This is an optimization exercise on Yosys and OpenROAD, whose aim is small area, a short achievable clock period and few clock cycles per item, not a production implementation. Function was checked by simulation only, so behaviour that the tests miss may differ from the original. Power and IR drop assume default switching activity.

## dot
module dot(input logic clk, input logic rst_n,
          output logic slave_waitrequest,
          input logic [3:0] slave_address,
          input logic slave_read, output logic [31:0] slave_readdata,
          input logic slave_write, input logic [31:0] slave_writedata,
          input logic master_waitrequest,
          output logic [31:0] master_address,
          output logic master_read, input logic [31:0] master_readdata, input logic master_readdatavalid,
          output logic master_write, output logic [31:0] master_writedata);
Size: about 2,600 cells after synthesis, about 320 flip-flops, ~25,000 um2 of cells after synthesis.
==> flow/config.mk <==
export PLATFORM = sky130hd
export DESIGN_NAME = dot
export DESIGN_NICKNAME = dot
export VERILOG_FILES = /design/flow/design.v
export SDC_FILE = /design/flow/constraint.sdc
export NUM_CORES = 4
export LEC_CHECK = 0
export CAP_MARGIN = 20
export CORE_MARGIN = 2
export CORE_UTILIZATION = 55
export PLACE_DENSITY = 0.7
export SLEW_MARGIN = 20
export SYNTH_HIERARCHICAL = 1
export SYNTH_MINIMUM_KEEP_SIZE = 0
==> flow/constraint.sdc <==
create_clock -name core_clock -period 11.0 [get_ports {clk}]
set_input_delay 2.2000 -clock core_clock [delete_from_list [all_inputs] [get_ports {clk}]]
set_output_delay 2.2000 -clock core_clock [all_outputs]
set_load 0.01 [all_outputs]
standard.sh (not shown) runs the stock make flow with config.mk's settings and CLKGATE_MAP_FILE= SYNTH_SCRIPT=/design/flow/synth_recipe.tcl, a recipe that flattens the netlist after the stock synthesis.
==> flow/flow/run.sh <==
#!/bin/bash
export SETUP_SLACK_MARGIN=7.2
bash standard.sh > standard.log 2>&1
The first run finished clean.
Testbench counts at the start, summed over its fixed seeds: cycles 91,778, items 45,420.
Change:
==> flow/flow/run.sh (replaced) <==
#!/bin/bash
export SETUP_SLACK_MARGIN=7
bash standard.sh > standard.log 2>&1
--- a/flow/config.mk
+++ b/flow/config.mk
@@ -10,2 +10,4 @@
-export CORE_UTILIZATION = 55
-export PLACE_DENSITY = 0.7
+export CORE_UTILIZATION = 65
+export CTS_CLUSTER_DIAMETER = 70
+export CTS_CLUSTER_SIZE = 22
+export PLACE_DENSITY = 0.8
Result: Worst setup slack degrades by 0.22 ns; utilization came out higher by 8.2 points; non-clock buffer count shrinks by 23.
Change:
--- a/flow/config.mk
+++ b/flow/config.mk
@@ -8 +8 @@
-export CAP_MARGIN = 20
+export CAP_MARGIN = 50
@@ -10,5 +10,3 @@
-export CORE_UTILIZATION = 65
-export CTS_CLUSTER_DIAMETER = 70
-export CTS_CLUSTER_SIZE = 22
-export PLACE_DENSITY = 0.8
-export SLEW_MARGIN = 20
+export CORE_UTILIZATION = 40
+export PLACE_DENSITY = 0.6
+export SLEW_MARGIN = 75
After rerunning: Worst setup slack gets better by 0.057 ns; fmax rose by 1.4%; cell area rose by 6.7%; core utilization fell by 26 points; sequential cell count does not change; worst hold slack gets worse by 0.0043 ns; routed wire length rose by 1.8%; combinational power rose by 6.9%; via count fell by 4.9%; total power rose by 10%; die area rose by 61%.
Change:
==> flow/flow/run.sh (replaced) <==
#!/bin/bash
export SETUP_SLACK_MARGIN=7.2
bash standard.sh > standard.log 2>&1
--- a/flow/config.mk
+++ b/flow/config.mk
@@ -8 +8 @@
-export CAP_MARGIN = 50
+export CAP_MARGIN = 20
@@ -10,3 +10,5 @@
-export CORE_UTILIZATION = 40
-export PLACE_DENSITY = 0.6
-export SLEW_MARGIN = 75
+export CORE_UTILIZATION = 55
+export CTS_CLUSTER_DIAMETER = 70
+export CTS_CLUSTER_SIZE = 22
+export PLACE_DENSITY = 0.7
+export SLEW_MARGIN = 20
Synthesized cell count is unchanged.
Setup slack gets better by 0.16 ns.
Global-route usage came out higher by 10 points.
Sequential power is about the same.
Routed wire length grows by about 1.6%.
Change:
==> flow/flow/run.sh (replaced) <==
#!/bin/bash
export SETUP_SLACK_MARGIN=7
bash standard.sh > standard.log 2>&1
--- a/flow/config.mk
+++ b/flow/config.mk
@@ -11,2 +11,2 @@
-export CTS_CLUSTER_DIAMETER = 70
-export CTS_CLUSTER_SIZE = 22
+export CTS_CLUSTER_DIAMETER = 60
+export CTS_CLUSTER_SIZE = 28
Effect:
- The new run completed with no timing, DRC or antenna violations
- design area came out lower by a few percent
- synthesized cell count is unchanged
- total power came out lower by a few percent
- synthesized area does not change
- utilization came out lower by 2.3 points
- routed wire length came out lower by a few percent
Change:
==> flow/flow/run.sh (replaced) <==
#!/bin/bash
export SETUP_SLACK_MARGIN=7.3
bash standard.sh > standard.log 2>&1
--- a/flow/config.mk
+++ b/flow/config.mk
@@ -8 +8 @@
-export CAP_MARGIN = 20
+export CAP_MARGIN = 50
@@ -10,5 +10,3 @@
-export CORE_UTILIZATION = 55
-export CTS_CLUSTER_DIAMETER = 60
-export CTS_CLUSTER_SIZE = 28
-export PLACE_DENSITY = 0.7
-export SLEW_MARGIN = 20
+export CORE_UTILIZATION = 40
+export PLACE_DENSITY = 0.6
+export SLEW_MARGIN = 75
The changed run passed the timing, design-rule and antenna checks.
Fmax climbs by 3.7%.
Count of clock-buffer cells in the layout climbs by 20.
Via count grows by 0.44%.
Critical path depth went up by 9.
Routed wire length grows by 5.8%.
Worst setup slack is better by 0.15 ns.

[what the ideal ports hide]
No port has a modelled driver above. Below, the same layouts with a new extraction and two added sets of constraints. Step 1 (the two cells are an assumption about what drives the block):
set clk [get_ports {clk}]
set_driving_cell -lib_cell sky130_fd_sc_hd__clkbuf_16 $clk
set_driving_cell -lib_cell sky130_fd_sc_hd__buf_2 [delete_from_list [all_inputs] $clk]
Step 2 adds t to the input delays and takes it off the output delays; t is the mean of the earliest and latest rising clock arrival at the registers after step 1. Input paths then give back, and output paths get back, about the clock's delay inside the block. Three values: ideal ports, drivers, drivers and shift; two values: the first two.
| run | shift t [ns] | setup slack, ns | worst hold slack (ns) | worst setup path after step 2 | slew at the worst register clock pin (ns) |
|---|---|---|---|---|---|
| the first run | 0.617 | 7.158 / 7.133 / 6.632 | 0.453 / 0.453 / 0.453 | input to register | 0.07 / 0.07 |
| the second run | 0.605 | 6.937 / 6.937 / 6.374 | 0.456 / 0.456 / 0.456 | input to register | 0.09 / 0.09 |
| the third run | 0.623 | 6.993 / 6.967 / 6.528 | 0.452 / 0.452 / 0.452 | input to register | 0.06 / 0.06 |
| the fourth run | 0.626 | 7.149 / 7.149 / 6.654 | 0.456 / 0.456 / 0.456 | input to register | 0.09 / 0.09 |
| the fifth run | 0.670 | 6.939 / 6.882 / 6.428 | 0.453 / 0.453 / 0.453 | input to register | 0.10 / 0.10 |
| the sixth run | 0.631 | 7.085 / 7.085 / 6.688 | 0.452 / 0.452 / 0.452 | input to register | 0.07 / 0.07 |
After both steps every run listed still meets setup and hold. The setup slack of the second run, which loses most, moves by 0.000 ns with the drivers and by -0.563 ns with both steps.
